From an optimization exercise on the open Yosys and OpenROAD flow, aimed at small area; shortcuts taken in it are not production practice. Only simulation tests tie the RTL to the original design; equivalence was not proved.

==> inputs of branch indigo <==
## pipelined_cordic
module pipelined_cordic(
    input Clk, Rst,
    input signed [15:0] x_in, y_in,
    output signed [15:0] magnitude,
    output signed [15:0] angle
);
export LEC_CHECK = 0
export CAP_MARGIN = 20
export CORE_MARGIN = 2
export CORE_UTILIZATION = 55
export PLACE_DENSITY = 0.7
export SLEW_MARGIN = 20
export SYNTH_HIERARCHICAL = 1
export SYNTH_MINIMUM_KEEP_SIZE = 0
create_clock -name core_clock -period 4.5 [get_ports {Clk}]
standard.sh (not shown) runs the stock make flow with config.mk's settings and CLKGATE_MAP_FILE= SYNTH_SCRIPT=/design/flow/synth_recipe.tcl, a recipe that flattens the netlist after the stock synthesis.
==> flow/flow/run.sh <==
#!/bin/bash
# Standard layout; the port buffers use the smallest buffer cell and the
# clock tree is built without dummy loads.
set -euo pipefail
export BUFFER_PORTS_ARGS="-buffer_cell sky130_fd_sc_hd__buf_1"
export CTS_ARGS="-sink_clustering_enable -repair_clock_nets -sink_clustering_size 10 -sink_clustering_max_diameter 50 -buf_list sky130_fd_sc_hd__clkbuf_4 -dont_use_dummy_load"
bash standard.sh > standard.log 2>&1
==> branch xenon (differences from branch indigo) <==
==> flow/flow/run.sh (replaced) <==
#!/bin/bash
# Standard layout; the port buffers use the smallest buffer cell and the
# clock tree is built without dummy loads.
set -euo pipefail
export BUFFER_PORTS_ARGS="-buffer_cell sky130_fd_sc_hd__buf_1"
export CTS_ARGS="-sink_clustering_enable -repair_clock_nets -sink_clustering_size 16 -sink_clustering_max_diameter 80 -buf_list sky130_fd_sc_hd__clkbuf_8 -dont_use_dummy_load"
bash standard.sh > standard.log 2>&1
--- a/flow/config.mk
+++ b/flow/config.mk
@@ -8,6 +8,6 @@
 export CAP_MARGIN = 20
 export CORE_MARGIN = 2
-export CORE_UTILIZATION = 55
-export PLACE_DENSITY = 0.7
+export CORE_UTILIZATION = 60
+export PLACE_DENSITY = 0.75
 export SLEW_MARGIN = 20
 export SYNTH_HIERARCHICAL = 1
==> flow_metrics.tcl <==
set metrics [dict create \
    fp.dieW_um 187 \
    nonClkBufAreaFrac_pct 2.13 \
    globalRouteMet1Util_pct 19.0 \
    global_route.usage.met2_pct 30.3 \
    place_ws_ns -0.0630 \
    multi_input_combinational_area_share_pct 38.9 \
    result_of_the_run "complete, no violations" \
    dpl.hpwl_mm 20.2 \
    antenna-diode-count 0 \
    die_height_um 187 \
    cts.htree.levels 2 \
    final_cell_count_no_fill 1968 \
    hold_path_class "flop to flop" \
]
# the run above: branch xenon

==> flow_metrics.tcl <==
set metrics [dict create \
    result_of_the_run "complete, no violations" \
    global_route.usage.met2_pct 28.0 \
    multi_input_combinational_area_share_pct 39.0 \
    final_cell_count_no_fill 2013 \
    fp.dieW_um 195 \
    globalRouteMet1Util_pct 17.5 \
    place_ws_ns -0.0888 \
]
# the run above: branch indigo


---

==> inputs of run a <==
Another version of the RTL of pipelined_cordic (not shown whole).
export LEC_CHECK = 0
export CAP_MARGIN = 20
export CORE_MARGIN = 2
export CORE_UTILIZATION = 65
export PLACE_DENSITY = 0.8
export SLEW_MARGIN = 20
export SYNTH_HIERARCHICAL = 1
export SYNTH_MINIMUM_KEEP_SIZE = 0
create_clock -name core_clock -period 4.5 [get_ports {Clk}]
==> flow/flow/run.sh <==
#!/bin/bash
# Standard layout; the port buffers use the smallest buffer cell and the
# clock tree is built without dummy loads.
set -euo pipefail
export BUFFER_PORTS_ARGS="-buffer_cell sky130_fd_sc_hd__buf_1"
export CTS_ARGS="-sink_clustering_enable -repair_clock_nets -sink_clustering_size 10 -sink_clustering_max_diameter 50 -buf_list sky130_fd_sc_hd__clkbuf_4 -dont_use_dummy_load"
bash standard.sh > standard.log 2>&1
==> inputs of run b, as changes to run a <==
==> flow/flow/run.sh (replaced) <==
#!/bin/bash
# Standard layout; the port buffers use the smallest buffer cell and the
# clock tree is built without dummy loads.
set -euo pipefail
export BUFFER_PORTS_ARGS="-buffer_cell sky130_fd_sc_hd__buf_1"
export CTS_ARGS="-sink_clustering_enable -repair_clock_nets -sink_clustering_size 11 -sink_clustering_max_diameter 45 -buf_list sky130_fd_sc_hd__clkbuf_4 -dont_use_dummy_load"
bash standard.sh > standard.log 2>&1
==> results.txt <==
metric	run b	run a
Met3 wire length	1.01 mm	885 um
Worst hold slack after final layout	0.229 ns	0.242 ns
Quantity of gates resized following cts	7	5
Max-slew headroom	0.470	0.479
Shortest period the worst path allows	4.35 ns	4.34 ns
Status	finished clean	finished clean
Highest achievable clock rate	230 MHz	230 MHz
Fraction of standard cell area in multi-input logic	0.389	0.388
Grt met3 use	0.0324	0.0322
Largest stage delay on the critical path	0.40 ns	0.41 ns
Multi-input gate area in the final layout	8250 um2	8240 um2
Transition time at the pin with the least slew margin	0.795 ns	0.781 ns

---

==> inputs of 05-17 <==
Another version of the RTL of pipelined_cordic (not shown whole).
clock: 4.5 ns
lec_check: 0
cap_margin: 20
core_margin: 2
core_utilization: 60
place_density: 0.75
slew_margin: 20
synth_hierarchical: 1
synth_minimum_keep_size: 0
==> flow/flow/run.sh <==
#!/bin/bash
# Standard layout; the port buffers use the smallest buffer cell and the
# clock tree is built without dummy loads.
set -euo pipefail
export BUFFER_PORTS_ARGS="-buffer_cell sky130_fd_sc_hd__buf_1"
export CTS_ARGS="-sink_clustering_enable -repair_clock_nets -sink_clustering_size 16 -sink_clustering_max_diameter 80 -buf_list sky130_fd_sc_hd__clkbuf_8 -dont_use_dummy_load"
bash standard.sh > standard.log 2>&1
==> inputs of 12-05, as changes to 05-17 <==
==> flow/flow/run.sh (replaced) <==
#!/bin/bash
# Standard layout; the port buffers use the smallest buffer cell and the
# clock tree is built without dummy loads.
set -euo pipefail
export BUFFER_PORTS_ARGS="-buffer_cell sky130_fd_sc_hd__buf_1"
export CTS_ARGS="-sink_clustering_enable -repair_clock_nets -sink_clustering_size 20 -sink_clustering_max_diameter 60 -buf_list sky130_fd_sc_hd__clkbuf_8 -dont_use_dummy_load"
bash standard.sh > standard.log 2>&1
--- a/flow/config.mk
+++ b/flow/config.mk
@@ -8,6 +8,6 @@
 export CAP_MARGIN = 20
 export CORE_MARGIN = 2
-export CORE_UTILIZATION = 60
-export PLACE_DENSITY = 0.75
+export CORE_UTILIZATION = 70
+export PLACE_DENSITY = 0.85
 export SLEW_MARGIN = 20
 export SYNTH_HIERARCHICAL = 1
==> qor summary <==
| metric | 05-17 | 12-05 |
|---|---|---|
| Status | timing/DRC/antenna clean | timing/DRC/antenna clean |
| CP max-delay cell | sky130_fd_sc_hd__fa_1 | sky130_fd_sc_hd__dfxtp_4 |
| Well-tap cell count | 448 | 384 |
| Starting density of the core | 60.5% | 70.7% |
| Wire length per cell | 13.4 um | 14.7 um |
| Footprint of the flip-flops and latches | 11200 sq um | 11200 sq um |
| Global-route track usage on met1 | 19.4% | 23.1% |
| Core Footprint | 33400 sq um | 28500 sq um |
| Dpl cells | 1938 | 1873 |
| Syn-to-layout area delta | 7.18% | 6.68% |
| Area of the multi-input gates | 8470 sq um | 8510 sq um |

---

==> 11-08 <==
Starting RTL as in the previous note.
clock: 4.5 ns
lec_check: 0
cap_margin: 20
core_margin: 2
core_utilization: 60
place_density: 0.75
slew_margin: 20
synth_hierarchical: 1
synth_minimum_keep_size: 0
==> flow/flow/run.sh <==
#!/bin/bash
# Standard layout; the port buffers use the smallest buffer cell and the
# clock tree is built without dummy loads.
set -euo pipefail
export BUFFER_PORTS_ARGS="-buffer_cell sky130_fd_sc_hd__buf_1"
export CTS_ARGS="-sink_clustering_enable -repair_clock_nets -sink_clustering_size 16 -sink_clustering_max_diameter 80 -buf_list \"sky130_fd_sc_hd__clkbuf_4 sky130_fd_sc_hd__clkbuf_8\" -dont_use_dummy_load"
bash standard.sh > standard.log 2>&1
==> inputs of 12-04, as changes to 11-08 <==
==> flow/flow/run.sh (replaced) <==
#!/bin/bash
# Standard layout; the port buffers use the smallest buffer cell and the
# clock tree is built without dummy loads.
set -euo pipefail
export BUFFER_PORTS_ARGS="-buffer_cell sky130_fd_sc_hd__buf_1"
export CTS_ARGS="-sink_clustering_enable -repair_clock_nets -sink_clustering_size 16 -sink_clustering_max_diameter 80 -buf_list sky130_fd_sc_hd__clkbuf_8 -dont_use_dummy_load"
bash standard.sh > standard.log 2>&1
CAP_MARGIN = 0   (was 20)
SLEW_MARGIN = 0   (was 20)
==> results.txt <==
| metric | 11-08 | 12-04 |
|---|---|---|
| Share of cells above drive strength 1 | 6.53% | 6.53% |
| Storage element area | 11200 sq um | 11200 sq um |
| Count of multi-input gates | 749 | 749 |
| Launch point of the worst path | y5[11]$_DFF_P_ | y5[11]$_DFF_P_ |
| Fin crit share | 96.5% | 96.5% |
| Hold Buf Count CTS | 0 | 0 |
| Hold slack final | 0.315 ns | 0.315 ns |
| Port bufs | 63 | 63 |
| Critical path class | reg2reg | reg2reg |
| Antenna violations before repair | 0 | 0 |
| Dpl cells | 1938 | 1938 |
| Status | timing/DRC/antenna clean | timing/DRC/antenna clean |
| Count of inserted tapcells | 448 | 448 |
| Final cell count without fillers | 1979 | 1979 |
| CTS H-tree depth | 2 | 2 |
| Critical path endpoint | y6[10]$_DFF_P_ | y6[10]$_DFF_P_ |
| Total placed instance area | 21000 sq um | 21000 sq um |
| Number of buffer and inverter instances along the worst setup path | 0 | 0 |
| Logic inverters | 103 | 103 |
| Mean post-synth cell area | 14.0 sq um | 14.0 sq um |
| Detail Route met2 WL | 14200 microns | 14200 microns |

port drivers added, routing unchanged:
The results above use ideal ports. As a check the final layouts listed here were re-extracted and re-timed, cells and wires unchanged.
Step 1 sets driving cells, clkbuf_16 on the clock port and buf_2 on the other inputs (assumed; they add their load-dependent delay and slew).
Step 2, shift: input delay + t, output delay - t, t = (earliest + latest rising clock arrival at the registers) / 2. This alone moves slack from input paths to output paths.
Three values: ideal, step 1, step 2; two values: the first two.
| run | t (ns) | slack for setup (ns) | worst hold slack (ns) | pins driven straight from the clock port |
|---|---|---|---|---|
| branch indigo | 0.737 | 0.164 / 0.164 / 0.164 | 0.203 / 0.184 / 0.272 | 1 |
| branch xenon | 0.578 | 0.133 / 0.133 / 0.133 | 0.303 / 0.303 / 0.303 | 1 |
| run a | 0.726 | 0.159 / 0.159 / 0.159 | 0.242 / 0.224 / 0.295 | 1 |
| run b | 0.714 | 0.150 / 0.150 / 0.150 | 0.229 / 0.209 / 0.275 | 1 |
| 05-17 | 0.583 | 0.159 / 0.159 / 0.159 | 0.315 / 0.315 / 0.315 | 1 |
| 12-05 | 0.568 | 0.085 / 0.085 / 0.085 | 0.319 / 0.319 / 0.319 | 1 |
| 11-08 | 0.583 | 0.159 / 0.159 / 0.159 | 0.315 / 0.315 / 0.315 | 1 |
| 12-04 | 0.583 | 0.159 / 0.159 / 0.159 | 0.315 / 0.315 / 0.315 | 1 |
After both steps every run listed still meets setup and hold.
